From an optimization exercise on the open Yosys and OpenROAD flow, aimed at small area; shortcuts taken in it are not production practice. The RTL of this run was laid out without a check of its function. Power figures rest on the tool's default switching activity, not on a simulated workload.

===== flow/run.sh =====
#!/bin/bash
# Layout flow: the standard ORFS flow (standard.sh), with these changes:
#  - synthesis maps the design's SA_* gate modules one-to-one onto library cells
#    (flow/gatemap.tcl, run as ORFS's SYNTH_CANONICALIZE_TCL hook);
#  - ports are buffered with sky130_fd_sc_hd__buf_1;
#  - clock tree: clkbuf_4 buffers, sink clusters of up to CLUSTER sinks, no dummy loads;
#  - the largest buffers and inverters are added to the platform's don't-use list, so that
#    repair builds the reset tree from smaller buffers.
# Each ORFS step writes its full log under orfs/logs/; make's own output goes to flow_make.log.
set -euo pipefail
W=$(pwd)
CLUSTER=9
DIAMETER=50
PLAT_DU=$(make -s -C "$FLOW_HOME" DESIGN_CONFIG="$W/config.mk" WORK_HOME="$W/orfs" print-DONT_USE_CELLS | sed -n 's/^DONT_USE_CELLS: //p')
EXTRA_DU="sky130_fd_sc_hd__buf_8 sky130_fd_sc_hd__buf_12 sky130_fd_sc_hd__buf_16 sky130_fd_sc_hd__bufbuf_8 sky130_fd_sc_hd__bufbuf_16 sky130_fd_sc_hd__bufinv_8 sky130_fd_sc_hd__bufinv_16 sky130_fd_sc_hd__inv_12 sky130_fd_sc_hd__inv_16 sky130_fd_sc_hd__clkinv_16 sky130_fd_sc_hd__clkbuf_16"
bash standard.sh \
  "SYNTH_CANONICALIZE_TCL=$W/flow/gatemap.tcl" \
  "BUFFER_PORTS_ARGS=-buffer_cell sky130_fd_sc_hd__buf_1" \
  "CTS_ARGS=-sink_clustering_enable -repair_clock_nets -buf_list sky130_fd_sc_hd__clkbuf_4 -sink_clustering_size $CLUSTER -sink_clustering_max_diameter $DIAMETER -dont_use_dummy_load" \
  "DONT_USE_CELLS=$PLAT_DU $EXTRA_DU" \
  finish > "$W/flow_make.log" 2>&1

===== flow/gatemap.tcl =====
# Map the design's gate modules (SA_*) one-to-one onto library cells of the same function.
foreach {m c} {
  SA_FA    sky130_fd_sc_hd__fa_1
  SA_HA    sky130_fd_sc_hd__ha_1
  SA_NOR2  sky130_fd_sc_hd__nor2_1
  SA_NAND2 sky130_fd_sc_hd__nand2_1
  SA_AOI21 sky130_fd_sc_hd__a21oi_1
  SA_OAI21 sky130_fd_sc_hd__o21ai_1
  SA_XOR2  sky130_fd_sc_hd__xor2_1
  SA_XNOR2 sky130_fd_sc_hd__xnor2_1
  SA_NOR2B sky130_fd_sc_hd__nor2b_1
  SA_INV   sky130_fd_sc_hd__inv_1
} {
  chtype -map $m $c
  delete $m
}
hierarchy -check -top $::env(DESIGN_NAME)

===== standard.sh =====
#!/bin/bash
# synth_recipe.tcl (not shown) runs the flow's synth.tcl, then flattens the netlist and writes it again
# the make line also repeats each setting of config.mk as NAME=value (left out here)
make -C /OpenROAD-flow-scripts/flow DESIGN_CONFIG=/design/flow/config.mk WORK_HOME=/design/flow/orfs CLKGATE_MAP_FILE= SYNTH_SCRIPT=/design/flow/synth_recipe.tcl "${@:-finish}"

===== config.mk =====
export PLATFORM = sky130hd
export DESIGN_NAME = Systolic_Array
export DESIGN_NICKNAME = Systolic_Array
export VERILOG_FILES = /design/flow/design.v
export SDC_FILE = /design/flow/constraint.sdc
export NUM_CORES = 4
export LEC_CHECK = 0
export CAP_MARGIN = 20
export CORE_MARGIN = 2
export CORE_UTILIZATION = 78
export GPL_TIMING_DRIVEN = 0
export SLEW_MARGIN = 20

===== constraint.sdc =====
create_clock -name core_clock -period 5.2 [get_ports {i_clk}]
set_input_delay 1.0400 -clock core_clock [delete_from_list [all_inputs] [get_ports {i_clk}]]
set_output_delay 1.0400 -clock core_clock [all_outputs]
set_load 0.01 [all_outputs]

===== design.v =====
module SA_FA (input A, B, CIN, output SUM, COUT);
  assign SUM  = A ^ B ^ CIN;
  assign COUT = (A & B) | (A & CIN) | (B & CIN);
endmodule
module SA_HA (input A, B, output SUM, COUT);
  assign SUM  = A ^ B;
  assign COUT = A & B;
endmodule
module SA_NOR2 (input A, B, output Y);
  assign Y = ~(A | B);
endmodule
module SA_NAND2 (input A, B, output Y);
  assign Y = ~(A & B);
endmodule
module SA_AOI21 (input A1, A2, B1, output Y);
  assign Y = ~((A1 & A2) | B1);
endmodule
module SA_OAI21 (input A1, A2, B1, output Y);
  assign Y = ~((A1 | A2) & B1);
endmodule
module SA_XOR2 (input A, B, output X);
  assign X = A ^ B;
endmodule
module SA_XNOR2 (input A, B, output Y);
  assign Y = ~(A ^ B);
endmodule
module SA_NOR2B (input A, B_N, output Y);
  assign Y = ~(A | ~B_N);
endmodule
module SA_INV (input A, output Y);
  assign Y = ~A;
endmodule
module PE (
    input  logic        i_clk, i_rst,
    input  logic [7:0]  i_Left_n, i_Top_n,
    output logic [7:0]  o_right_n, o_down_n,
    output logic [16:0] o_Cell_Value
  );
  wire [7:0] an = i_Left_n;
  wire [7:0] bn = i_Top_n;
  wire [16:0] acc = o_Cell_Value;
  wire pp1;
  SA_NOR2 u2 (.A(an[0]), .B(bn[0]), .Y(pp1));
  wire pp3;
  SA_NOR2 u4 (.A(an[0]), .B(bn[1]), .Y(pp3));
  wire pp5;
  SA_NOR2 u6 (.A(an[0]), .B(bn[2]), .Y(pp5));
  wire pp7;
  SA_NOR2 u8 (.A(an[0]), .B(bn[3]), .Y(pp7));
  wire pp9;
  SA_NOR2 u10 (.A(an[0]), .B(bn[4]), .Y(pp9));
  wire pp11;
  SA_NOR2 u12 (.A(an[0]), .B(bn[5]), .Y(pp11));
  wire pp13;
  SA_NOR2 u14 (.A(an[0]), .B(bn[6]), .Y(pp13));
  wire pp15;
  SA_NOR2 u16 (.A(an[0]), .B(bn[7]), .Y(pp15));
  wire pp17;
  SA_NOR2 u18 (.A(an[1]), .B(bn[0]), .Y(pp17));
  wire pp19;
  SA_NOR2 u20 (.A(an[1]), .B(bn[1]), .Y(pp19));
  wire pp21;
  SA_NOR2 u22 (.A(an[1]), .B(bn[2]), .Y(pp21));
  wire pp23;
  SA_NOR2 u24 (.A(an[1]), .B(bn[3]), .Y(pp23));
  wire pp25;
  SA_NOR2 u26 (.A(an[1]), .B(bn[4]), .Y(pp25));
  wire pp27;
  SA_NOR2 u28 (.A(an[1]), .B(bn[5]), .Y(pp27));
  wire pp29;
  SA_NOR2 u30 (.A(an[1]), .B(bn[6]), .Y(pp29));
  wire pp31;
  SA_NOR2 u32 (.A(an[1]), .B(bn[7]), .Y(pp31));
  wire pp33;
  SA_NOR2 u34 (.A(an[2]), .B(bn[0]), .Y(pp33));
  wire pp35;
  SA_NOR2 u36 (.A(an[2]), .B(bn[1]), .Y(pp35));
  wire pp37;
  SA_NOR2 u38 (.A(an[2]), .B(bn[2]), .Y(pp37));
  wire pp39;
  SA_NOR2 u40 (.A(an[2]), .B(bn[3]), .Y(pp39));
  wire pp41;
  SA_NOR2 u42 (.A(an[2]), .B(bn[4]), .Y(pp41));
  wire pp43;
  SA_NOR2 u44 (.A(an[2]), .B(bn[5]), .Y(pp43));
  wire pp45;
  SA_NOR2 u46 (.A(an[2]), .B(bn[6]), .Y(pp45));
  wire pp47;
  SA_NOR2 u48 (.A(an[2]), .B(bn[7]), .Y(pp47));
  wire pp49;
  SA_NOR2 u50 (.A(an[3]), .B(bn[0]), .Y(pp49));
  wire pp51;
  SA_NOR2 u52 (.A(an[3]), .B(bn[1]), .Y(pp51));
  wire pp53;
  SA_NOR2 u54 (.A(an[3]), .B(bn[2]), .Y(pp53));
  wire pp55;
  SA_NOR2 u56 (.A(an[3]), .B(bn[3]), .Y(pp55));
  wire pp57;
  SA_NOR2 u58 (.A(an[3]), .B(bn[4]), .Y(pp57));
  wire pp59;
  SA_NOR2 u60 (.A(an[3]), .B(bn[5]), .Y(pp59));
  wire pp61;
  SA_NOR2 u62 (.A(an[3]), .B(bn[6]), .Y(pp61));
  wire pp63;
  SA_NOR2 u64 (.A(an[3]), .B(bn[7]), .Y(pp63));
  wire pp65;
  SA_NOR2 u66 (.A(an[4]), .B(bn[0]), .Y(pp65));
  wire pp67;
  SA_NOR2 u68 (.A(an[4]), .B(bn[1]), .Y(pp67));
  wire pp69;
  SA_NOR2 u70 (.A(an[4]), .B(bn[2]), .Y(pp69));
  wire pp71;
  SA_NOR2 u72 (.A(an[4]), .B(bn[3]), .Y(pp71));
  wire pp73;
  SA_NOR2 u74 (.A(an[4]), .B(bn[4]), .Y(pp73));
  wire pp75;
  SA_NOR2 u76 (.A(an[4]), .B(bn[5]), .Y(pp75));
  wire pp77;
  SA_NOR2 u78 (.A(an[4]), .B(bn[6]), .Y(pp77));
  wire pp79;
  SA_NOR2 u80 (.A(an[4]), .B(bn[7]), .Y(pp79));
  wire pp81;
  SA_NOR2 u82 (.A(an[5]), .B(bn[0]), .Y(pp81));
  wire pp83;
  SA_NOR2 u84 (.A(an[5]), .B(bn[1]), .Y(pp83));
  wire pp85;
  SA_NOR2 u86 (.A(an[5]), .B(bn[2]), .Y(pp85));
  wire pp87;
  SA_NOR2 u88 (.A(an[5]), .B(bn[3]), .Y(pp87));
  wire pp89;
  SA_NOR2 u90 (.A(an[5]), .B(bn[4]), .Y(pp89));
  wire pp91;
  SA_NOR2 u92 (.A(an[5]), .B(bn[5]), .Y(pp91));
  wire pp93;
  SA_NOR2 u94 (.A(an[5]), .B(bn[6]), .Y(pp93));
  wire pp95;
  SA_NOR2 u96 (.A(an[5]), .B(bn[7]), .Y(pp95));
  wire pp97;
  SA_NOR2 u98 (.A(an[6]), .B(bn[0]), .Y(pp97));
  wire pp99;
  SA_NOR2 u100 (.A(an[6]), .B(bn[1]), .Y(pp99));
  wire pp101;
  SA_NOR2 u102 (.A(an[6]), .B(bn[2]), .Y(pp101));
  wire pp103;
  SA_NOR2 u104 (.A(an[6]), .B(bn[3]), .Y(pp103));
  wire pp105;
  SA_NOR2 u106 (.A(an[6]), .B(bn[4]), .Y(pp105));
  wire pp107;
  SA_NOR2 u108 (.A(an[6]), .B(bn[5]), .Y(pp107));
  wire pp109;
  SA_NOR2 u110 (.A(an[6]), .B(bn[6]), .Y(pp109));
  wire pp111;
  SA_NOR2 u112 (.A(an[6]), .B(bn[7]), .Y(pp111));
  wire pp113;
  SA_NOR2 u114 (.A(an[7]), .B(bn[0]), .Y(pp113));
  wire pp115;
  SA_NOR2 u116 (.A(an[7]), .B(bn[1]), .Y(pp115));
  wire pp117;
  SA_NOR2 u118 (.A(an[7]), .B(bn[2]), .Y(pp117));
  wire pp119;
  SA_NOR2 u120 (.A(an[7]), .B(bn[3]), .Y(pp119));
  wire pp121;
  SA_NOR2 u122 (.A(an[7]), .B(bn[4]), .Y(pp121));
  wire pp123;
  SA_NOR2 u124 (.A(an[7]), .B(bn[5]), .Y(pp123));
  wire pp125;
  SA_NOR2 u126 (.A(an[7]), .B(bn[6]), .Y(pp125));
  wire pp127;
  SA_NOR2 u128 (.A(an[7]), .B(bn[7]), .Y(pp127));
  wire s129;
  wire c130;
  SA_HA u131 (.A(acc[0]), .B(pp1), .SUM(s129), .COUT(c130));
  wire s132;
  wire c133;
  SA_FA u134 (.A(acc[1]), .B(pp3), .CIN(pp17), .SUM(s132), .COUT(c133));
  wire s135;
  wire c136;
  SA_HA u137 (.A(c130), .B(s132), .SUM(s135), .COUT(c136));
  wire s138;
  wire c139;
  SA_FA u140 (.A(acc[2]), .B(pp5), .CIN(pp19), .SUM(s138), .COUT(c139));
  wire s141;
  wire c142;
  SA_FA u143 (.A(pp33), .B(c133), .CIN(s138), .SUM(s141), .COUT(c142));
  wire s144;
  wire c145;
  SA_HA u146 (.A(c136), .B(s141), .SUM(s144), .COUT(c145));
  wire s147;
  wire c148;
  SA_FA u149 (.A(acc[3]), .B(pp7), .CIN(pp21), .SUM(s147), .COUT(c148));
  wire s150;
  wire c151;
  SA_FA u152 (.A(pp35), .B(pp49), .CIN(c139), .SUM(s150), .COUT(c151));
  wire s153;
  wire c154;
  SA_HA u155 (.A(s147), .B(s150), .SUM(s153), .COUT(c154));
  wire s156;
  wire k157;
  wire p158;
  wire g159;
  SA_HA u160 (.A(c142), .B(s153), .SUM(p158), .COUT(g159));
  SA_AOI21 u161 (.A1(p158), .A2(c145), .B1(g159), .Y(k157));
  SA_XOR2 u162 (.A(p158), .B(c145), .X(s156));
  wire s163;
  wire c164;
  SA_FA u165 (.A(acc[4]), .B(pp9), .CIN(pp23), .SUM(s163), .COUT(c164));
  wire s166;
  wire c167;
  SA_FA u168 (.A(pp37), .B(pp51), .CIN(pp65), .SUM(s166), .COUT(c167));
  wire s169;
  wire c170;
  SA_FA u171 (.A(c148), .B(s163), .CIN(s166), .SUM(s169), .COUT(c170));
  wire s172;
  wire c173;
  SA_HA u174 (.A(c151), .B(s169), .SUM(s172), .COUT(c173));
  wire s175;
  wire k176;
  wire ng177;
  wire np178;
  SA_NAND2 u179 (.A(c154), .B(s172), .Y(ng177));
  SA_XNOR2 u180 (.A(c154), .B(s172), .Y(np178));
  SA_OAI21 u181 (.A1(np178), .A2(k157), .B1(ng177), .Y(k176));
  SA_XOR2 u182 (.A(np178), .B(k157), .X(s175));
  wire s183;
  wire c184;
  SA_FA u185 (.A(acc[5]), .B(pp11), .CIN(pp25), .SUM(s183), .COUT(c184));
  wire s186;
  wire c187;
  SA_FA u188 (.A(pp39), .B(pp53), .CIN(pp67), .SUM(s186), .COUT(c187));
  wire s189;
  wire c190;
  SA_FA u191 (.A(pp81), .B(c164), .CIN(c167), .SUM(s189), .COUT(c190));
  wire s192;
  wire c193;
  SA_FA u194 (.A(s183), .B(s186), .CIN(s189), .SUM(s192), .COUT(c193));
  wire s195;
  wire c196;
  SA_HA u197 (.A(c170), .B(c173), .SUM(s195), .COUT(c196));
  wire s198;
  wire k199;
  wire p200;
  wire g201;
  SA_HA u202 (.A(s192), .B(s195), .SUM(p200), .COUT(g201));
  SA_AOI21 u203 (.A1(p200), .A2(k176), .B1(g201), .Y(k199));
  SA_XOR2 u204 (.A(p200), .B(k176), .X(s198));
  wire s205;
  wire c206;
  SA_FA u207 (.A(acc[6]), .B(pp13), .CIN(pp27), .SUM(s205), .COUT(c206));
  wire s208;
  wire c209;
  SA_FA u210 (.A(pp41), .B(pp55), .CIN(pp69), .SUM(s208), .COUT(c209));
  wire s211;
  wire c212;
  SA_FA u213 (.A(pp83), .B(pp97), .CIN(c184), .SUM(s211), .COUT(c212));
  wire s214;
  wire c215;
  SA_FA u216 (.A(c187), .B(s205), .CIN(s208), .SUM(s214), .COUT(c215));
  wire s217;
  wire c218;
  SA_FA u219 (.A(c190), .B(s211), .CIN(s214), .SUM(s217), .COUT(c218));
  wire s220;
  wire c221;
  SA_HA u222 (.A(c193), .B(c196), .SUM(s220), .COUT(c221));
  wire s223;
  wire k224;
  wire ng225;
  wire np226;
  SA_NAND2 u227 (.A(s217), .B(s220), .Y(ng225));
  SA_XNOR2 u228 (.A(s217), .B(s220), .Y(np226));
  SA_OAI21 u229 (.A1(np226), .A2(k199), .B1(ng225), .Y(k224));
  SA_XOR2 u230 (.A(np226), .B(k199), .X(s223));
  wire s231;
  wire c232;
  SA_FA u233 (.A(acc[7]), .B(pp15), .CIN(pp29), .SUM(s231), .COUT(c232));
  wire s234;
  wire c235;
  SA_FA u236 (.A(pp43), .B(pp57), .CIN(pp71), .SUM(s234), .COUT(c235));
  wire s237;
  wire c238;
  SA_FA u239 (.A(pp85), .B(pp99), .CIN(pp113), .SUM(s237), .COUT(c238));
  wire s240;
  wire c241;
  SA_FA u242 (.A(c206), .B(c209), .CIN(s231), .SUM(s240), .COUT(c241));
  wire s243;
  wire c244;
  SA_FA u245 (.A(s234), .B(s237), .CIN(c212), .SUM(s243), .COUT(c244));
  wire s246;
  wire c247;
  SA_FA u248 (.A(c215), .B(s240), .CIN(s243), .SUM(s246), .COUT(c247));
  wire s249;
  wire c250;
  SA_HA u251 (.A(c218), .B(c221), .SUM(s249), .COUT(c250));
  wire s252;
  wire k253;
  wire p254;
  wire g255;
  SA_HA u256 (.A(s246), .B(s249), .SUM(p254), .COUT(g255));
  SA_AOI21 u257 (.A1(p254), .A2(k224), .B1(g255), .Y(k253));
  SA_XOR2 u258 (.A(p254), .B(k224), .X(s252));
  wire s259;
  wire c260;
  SA_FA u261 (.A(acc[8]), .B(pp31), .CIN(pp45), .SUM(s259), .COUT(c260));
  wire s262;
  wire c263;
  SA_FA u264 (.A(pp59), .B(pp73), .CIN(pp87), .SUM(s262), .COUT(c263));
  wire s265;
  wire c266;
  SA_FA u267 (.A(pp101), .B(pp115), .CIN(c232), .SUM(s265), .COUT(c266));
  wire s268;
  wire c269;
  SA_FA u270 (.A(c235), .B(c238), .CIN(s259), .SUM(s268), .COUT(c269));
  wire s271;
  wire c272;
  SA_FA u273 (.A(s262), .B(s265), .CIN(c241), .SUM(s271), .COUT(c272));
  wire s274;
  wire c275;
  SA_FA u276 (.A(s268), .B(c244), .CIN(s271), .SUM(s274), .COUT(c275));
  wire s277;
  wire c278;
  SA_HA u279 (.A(c247), .B(c250), .SUM(s277), .COUT(c278));
  wire s280;
  wire k281;
  wire ng282;
  wire np283;
  SA_NAND2 u284 (.A(s274), .B(s277), .Y(ng282));
  SA_XNOR2 u285 (.A(s274), .B(s277), .Y(np283));
  SA_OAI21 u286 (.A1(np283), .A2(k253), .B1(ng282), .Y(k281));
  SA_XOR2 u287 (.A(np283), .B(k253), .X(s280));
  wire s288;
  wire c289;
  SA_FA u290 (.A(acc[9]), .B(pp47), .CIN(pp61), .SUM(s288), .COUT(c289));
  wire s291;
  wire c292;
  SA_FA u293 (.A(pp75), .B(pp89), .CIN(pp103), .SUM(s291), .COUT(c292));
  wire s294;
  wire c295;
  SA_FA u296 (.A(pp117), .B(c260), .CIN(c263), .SUM(s294), .COUT(c295));
  wire s297;
  wire c298;
  SA_FA u299 (.A(s288), .B(s291), .CIN(c266), .SUM(s297), .COUT(c298));
  wire s300;
  wire c301;
  SA_FA u302 (.A(s294), .B(c269), .CIN(s297), .SUM(s300), .COUT(c301));
  wire s303;
  wire c304;
  SA_FA u305 (.A(c272), .B(s300), .CIN(c275), .SUM(s303), .COUT(c304));
  wire s306;
  wire k307;
  wire p308;
  wire g309;
  SA_HA u310 (.A(c278), .B(s303), .SUM(p308), .COUT(g309));
  SA_AOI21 u311 (.A1(p308), .A2(k281), .B1(g309), .Y(k307));
  SA_XOR2 u312 (.A(p308), .B(k281), .X(s306));
  wire s313;
  wire c314;
  SA_FA u315 (.A(acc[10]), .B(pp63), .CIN(pp77), .SUM(s313), .COUT(c314));
  wire s316;
  wire c317;
  SA_FA u318 (.A(pp91), .B(pp105), .CIN(pp119), .SUM(s316), .COUT(c317));
  wire s319;
  wire c320;
  SA_FA u321 (.A(c289), .B(c292), .CIN(s313), .SUM(s319), .COUT(c320));
  wire s322;
  wire c323;
  SA_FA u324 (.A(s316), .B(c295), .CIN(s319), .SUM(s322), .COUT(c323));
  wire s325;
  wire c326;
  SA_FA u327 (.A(c298), .B(s322), .CIN(c301), .SUM(s325), .COUT(c326));
  wire s328;
  wire k329;
  wire ng330;
  wire np331;
  SA_NAND2 u332 (.A(c304), .B(s325), .Y(ng330));
  SA_XNOR2 u333 (.A(c304), .B(s325), .Y(np331));
  SA_OAI21 u334 (.A1(np331), .A2(k307), .B1(ng330), .Y(k329));
  SA_XOR2 u335 (.A(np331), .B(k307), .X(s328));
  wire s336;
  wire c337;
  SA_FA u338 (.A(acc[11]), .B(pp79), .CIN(pp93), .SUM(s336), .COUT(c337));
  wire s339;
  wire c340;
  SA_FA u341 (.A(pp107), .B(pp121), .CIN(c314), .SUM(s339), .COUT(c340));
  wire s342;
  wire c343;
  SA_FA u344 (.A(c317), .B(s336), .CIN(s339), .SUM(s342), .COUT(c343));
  wire s345;
  wire c346;
  SA_FA u347 (.A(c320), .B(s342), .CIN(c323), .SUM(s345), .COUT(c346));
  wire s348;
  wire k349;
  wire p350;
  wire g351;
  SA_HA u352 (.A(c326), .B(s345), .SUM(p350), .COUT(g351));
  SA_AOI21 u353 (.A1(p350), .A2(k329), .B1(g351), .Y(k349));
  SA_XOR2 u354 (.A(p350), .B(k329), .X(s348));
  wire s355;
  wire c356;
  SA_FA u357 (.A(acc[12]), .B(pp95), .CIN(pp109), .SUM(s355), .COUT(c356));
  wire s358;
  wire c359;
  SA_FA u360 (.A(pp123), .B(c337), .CIN(s355), .SUM(s358), .COUT(c359));
  wire s361;
  wire c362;
  SA_FA u363 (.A(c340), .B(s358), .CIN(c343), .SUM(s361), .COUT(c362));
  wire s364;
  wire k365;
  wire ng366;
  wire np367;
  SA_NAND2 u368 (.A(c346), .B(s361), .Y(ng366));
  SA_XNOR2 u369 (.A(c346), .B(s361), .Y(np367));
  SA_OAI21 u370 (.A1(np367), .A2(k349), .B1(ng366), .Y(k365));
  SA_XOR2 u371 (.A(np367), .B(k349), .X(s364));
  wire s372;
  wire c373;
  SA_FA u374 (.A(acc[13]), .B(pp111), .CIN(pp125), .SUM(s372), .COUT(c373));
  wire s375;
  wire c376;
  SA_FA u377 (.A(c356), .B(s372), .CIN(c359), .SUM(s375), .COUT(c376));
  wire s378;
  wire k379;
  wire p380;
  wire g381;
  SA_HA u382 (.A(c362), .B(s375), .SUM(p380), .COUT(g381));
  SA_AOI21 u383 (.A1(p380), .A2(k365), .B1(g381), .Y(k379));
  SA_XOR2 u384 (.A(p380), .B(k365), .X(s378));
  wire s385;
  wire c386;
  SA_FA u387 (.A(acc[14]), .B(pp127), .CIN(c373), .SUM(s385), .COUT(c386));
  wire s388;
  wire k389;
  wire ng390;
  wire np391;
  SA_NAND2 u392 (.A(c376), .B(s385), .Y(ng390));
  SA_XNOR2 u393 (.A(c376), .B(s385), .Y(np391));
  SA_OAI21 u394 (.A1(np391), .A2(k379), .B1(ng390), .Y(k389));
  SA_XOR2 u395 (.A(np391), .B(k379), .X(s388));
  wire s396;
  wire k397;
  wire p398;
  wire g399;
  SA_HA u400 (.A(acc[15]), .B(c386), .SUM(p398), .COUT(g399));
  SA_AOI21 u401 (.A1(p398), .A2(k389), .B1(g399), .Y(k397));
  SA_XOR2 u402 (.A(p398), .B(k389), .X(s396));
  wire s403;
  SA_XNOR2 u404 (.A(acc[16]), .B(k397), .Y(s403));
  wire [16:0] nxt = {s403, s396, s388, s378, s364, s348, s328, s306, s280, s252, s223, s198, s175, s156, s144, s135, s129};
  always @(posedge i_clk or posedge i_rst)
    if (i_rst) begin
      o_right_n    <= 8'hff;
      o_down_n     <= 8'hff;
      o_Cell_Value <= 17'd0;
    end else begin
      o_right_n    <= i_Left_n;
      o_down_n     <= i_Top_n;
      o_Cell_Value <= nxt;
    end
endmodule
module Systolic_Array #(parameter data_width=8) (
  input  logic                      i_clk     , i_rst,
  input  logic [data_width-1:0]     i_Cell_A1 , i_Cell_A4,i_Cell_A7,
  input  logic [data_width-1:0]     i_Cell_B1 , i_Cell_B2,i_Cell_B3,
  output logic [(data_width*2):0]   o_cell_1  , o_cell_2 , o_cell_3 , o_cell_4 , o_cell_5, o_cell_6 , o_cell_7, o_cell_8, o_cell_9
);
  wire [7:0] A1n, A4n, A7n, B1n, B2n, B3n;
  genvar k;
  for (k = 0; k < 8; k = k + 1) begin : inv
    SA_INV ia1 (.A(i_Cell_A1[k]), .Y(A1n[k]));
    SA_INV ia4 (.A(i_Cell_A4[k]), .Y(A4n[k]));
    SA_INV ia7 (.A(i_Cell_A7[k]), .Y(A7n[k]));
    SA_INV ib1 (.A(i_Cell_B1[k]), .Y(B1n[k]));
    SA_INV ib2 (.A(i_Cell_B2[k]), .Y(B2n[k]));
    SA_INV ib3 (.A(i_Cell_B3[k]), .Y(B3n[k]));
  end
  wire [7:0] A12, A23, A45, A56, A78, A89;
  wire [7:0] B14, B47, B25, B58, B36, B69;
  PE PE1 (i_clk, i_rst, A1n, B1n, A12, B14, o_cell_1);
  PE PE2 (i_clk, i_rst, A12, B2n, A23, B25, o_cell_2);
  PE PE3 (i_clk, i_rst, A23, B3n,    , B36, o_cell_3);
  PE PE4 (i_clk, i_rst, A4n, B14, A45, B47, o_cell_4);
  PE PE5 (i_clk, i_rst, A45, B25, A56, B58, o_cell_5);
  PE PE6 (i_clk, i_rst, A56, B36,    , B69, o_cell_6);
  PE PE7 (i_clk, i_rst, A7n, B47, A78,    , o_cell_7);
  PE PE8 (i_clk, i_rst, A78, B58, A89,    , o_cell_8);
  PE PE9 (i_clk, i_rst, A89, B69,    ,    , o_cell_9);
endmodule

==> impl_results.md <==
- Number of I/O pins: 203
- Sequential share of the synthesized area: 29.0%
- Most common cell after layout, fill and taps aside: nor2_1
- Core Box Area: 27700 um^2
- Fin Clk Skew: between 0.06 and 0.07 ns
- Sw Pwr: 8.66 mW
- Cts hold-fix bufs: 0
- Final setup fails: 0
- Status: complete, no violations
- Post-layout power: 17.8 mW
- 1st-iter DRT viols: 891
- DRT Pass-1 Iters: 6
- Final Max Slew Viols: 0
- Max-slew headroom: 65.1%
- Hold Crit Class: in2async
- WP data arrival: 5.51 ns
- Die Area: 29400 um^2
- Initial Util: 78.9%
- CP startpoint: PE7.o_right_n[0]
- Clock sinks: 249
- GP Congestion: about 0.9
- Clock buffer depth: 3
- # fillers: 1503
- Syn Nets: 2463
- Number of buffers created by CTS: 39
- Hpwl dp: 38900 um
- PwrDens: 752 nW/um^2
- Register area: 6350 um^2
- # rows: 61
- Max_cap viols: 0
- Flops & latches, synth: 249
- Int Pwr: 9.09 mW
- Switching share of power: 48.8%
- Synthesis Warnings: 2
- First-pass GRT wire length: ~81000 um
- Multi-input gate area: 15400 um^2
- Crit-path max FO: 9
- Remaining routing DRC violations: 0
- Worst Tran Pin Value: 0.522 ns
- Syn Inst Count: around 1800
- Drt wl/cell: 19.9 um
- Worst hold slack: roughly 0.39 ns
- Largest net degree at the start of global routing: 38
- DP Area: 23200 um^2
- Fin Setup TNS: 0 ns
- R2R Path Start: PE7.o_right_n[0]
- Syn Area/Cell: 12.0 um^2
- Flop-to-flop setup slack: 0.19 ns
- Port buffer count: 202
- Netlist cell types: 11
- Mapped Area: 21900 um^2
- Worst EP required: 5.71 ns
- Crit share post-route: 96.3%
- Sequential share of power: 20.9%
- Final hold viol count: 0
- Final Core Density: 85.2%
- Die Ht: 171 um
- TritonCTS clock tree: done
- Worst setup EP type: flip-flop
- DR vias: 14800
- Fin crit period: 5.01 ns
- Worst-Skew Late Latency: 0.68 ns
- Clock Tree Root: clkbuf_4
- FF-to-FF End: PE8.o_Cell_Value[16]
- Post-route ant nets: 0
- DIE WIDTH: 171 um
- Drt via density: 6.02
- Logic pwr share: 73.3%
- CTS H-Tree Depth: 2
- Share of cells above drive strength 1: 8.57%
- Peak supply drop: 733 uV
- Fin nets: around 2700
- Startpoint Class: flip-flop
- Post-Route WL: approximately 50000 um
- Post-route design area: 23600 um^2
- Commonest cells after routing, fill and taps aside: nor2_1 (576), fa_1 (450), buf_1 (202)
- FF-to-FF path depth: 15
- Clock share of power: 5.8%
- Worst-path clk slew: 0.10 ns
- P_leak: 10.7 nW
- Crit Path Category: reg2reg
- Number of global-route vias before repair: 16700
- F_max: 0.200 GHz
- Total grt overflow: 0
- GRT Overall Usage: between 30% and 40%
- Area grow syn2layout: 7.87%
- Antenna violations before repair: 1
==> layout make-up <==
type                    instances  share of cell area (%)
multi-input cells            1521                    65.3
flip-flops and latches        249                    26.9
repair buffers                218                    3.77
well taps                     378                    2.00
clock buffers                  39                    1.24
inverters                      49                   0.796
diodes                          1                  0.0106
==> worst max-delay path by stage <==
stage / endpoint
after floorplan: PE1.o_Cell_Value[16]
after global placement: PE4.o_Cell_Value[14]
after detailed placement: PE2.o_Cell_Value[16]
after CTS: PE2.o_Cell_Value[16]
after global routing: PE3.o_Cell_Value[16]
final: PE8.o_Cell_Value[16]
==> cell families after synthesis <==
logic type,after synthesis,share of synthesized area [%]
flops,249,29.0
simple gates,630,10.8
buf+inv,49,0.841
compound gates,117,2.68
fa+ha+maj,594,49.4
xor+xnor,180,7.21
==> sequential cells by signal, summed over array words and instances, names as in the netlist, 17 cells and up <==
signal and count:
PE5.o_Cell_Value 17, PE8.o_Cell_Value 17, PE3.o_Cell_Value 17, PE9.o_Cell_Value 17, PE6.o_Cell_Value 17, PE1.o_Cell_Value 17
PE7.o_Cell_Value 17, PE2.o_Cell_Value 17, PE4.o_Cell_Value 17
==> synthesized netlist by cell type <==
master / instances / area, um^2
fa_1: 450 / 9010
nand2_1: 54 / 203
inv_1: 49 / 184
a21oi_1: 63 / 315
xor2_1: 117 / 1020
nor2_1: 576 / 2160
xnor2_1: 63 / 552
ha_1: 144 / 1800
dfrtp_1: 153 / 3830
dfstp_2: 96 / 2520
o21ai_1: 54 / 270
==> power by group through the flow <==
| stage | sequential [mW] | combinational, mW | clock (mW) |
|---|---|---|---|
| 3_5_place_dp | 3.74 | 12.7 | 0 |
| 2_1_floorplan | 3.87 | 9.45 | 0 |
| 4_1_cts | 3.72 | 12.8 | 1.05 |
| 5_1_grt | 3.83 | 14.6 | 1.12 |
| 3_3_place_gp | 3.72 | 11.7 | 0 |
| 6_report | 3.71 | 13.0 | 1.03 |
==> worst max-delay path, stage by stage (launching register included) <==
cell,delay (ns)
dfstp_2,0.64
nor2_1,0.10
fa_1,0.42
fa_1,0.41
fa_1,0.52
fa_1,0.45
fa_1,0.48
ha_1,0.33
a21oi_1,0.11
o21ai_1,0.34
a21oi_2,0.12
o21ai_1,0.24
a21oi_1,0.15
o21ai_1,0.32
a21oi_1,0.14
xnor2_1,0.14
==> per-stage QoR <==
stage / setup slack (ns) / std cells
global route: -0.0572 / 2455
global placement: -0.486 / 2399
CTS: 0.0765 / 2446
floorplan: 0.145 / 1819
detailed placement: -0.611 / 2407
finish: 0.194 / 2455
==> routing by layer <==
layer / share of wire (%) / GRT usage (%) / wire, um / up-vias
li1: - / - / - / 6246
met1: 36 / 45.7 / 17700 / 7621
met2: 52 / 60.4 / 25100 / 734
met3: 8.0 / 7.75 / 3890 / 188
met4: 4.3 / 14.7 / 2080 / 0
met5: 0 / 0 / 0 / -
==> what timing repair did <==
item,4_1_cts,5_1_grt
setup buffers,0,8
gates resized for setup,0,26
endpoints found under the setup margin,0,12

==> afterwards: timing with drivers on the ports <==
The flow's constraints put no driver on any port. The routed layout listed below was extracted and timed again, unchanged, in two steps. Step 1: set_driving_cell puts a clkbuf_16 on i_clk and a buf_2 on each other input, an assumption about the parent block. Step 2, shift: input delay + t, output delay - t, t = (earliest + latest rising clock arrival at the registers) / 2. This alone moves slack from input paths to output paths. Three values: no drivers, after step 1, after step 2; two values: the first two.
t (ns): 0.694
slack for setup (ns): 0.194 / 0.194 / -0.415
worst slew at a driven data input, ns: 0.06
With both steps, setup timing fails in this run, where it was met with ideal ports. For this run, drivers alone change the setup slack by 0.000 ns; drivers and shift together by -0.609 ns.
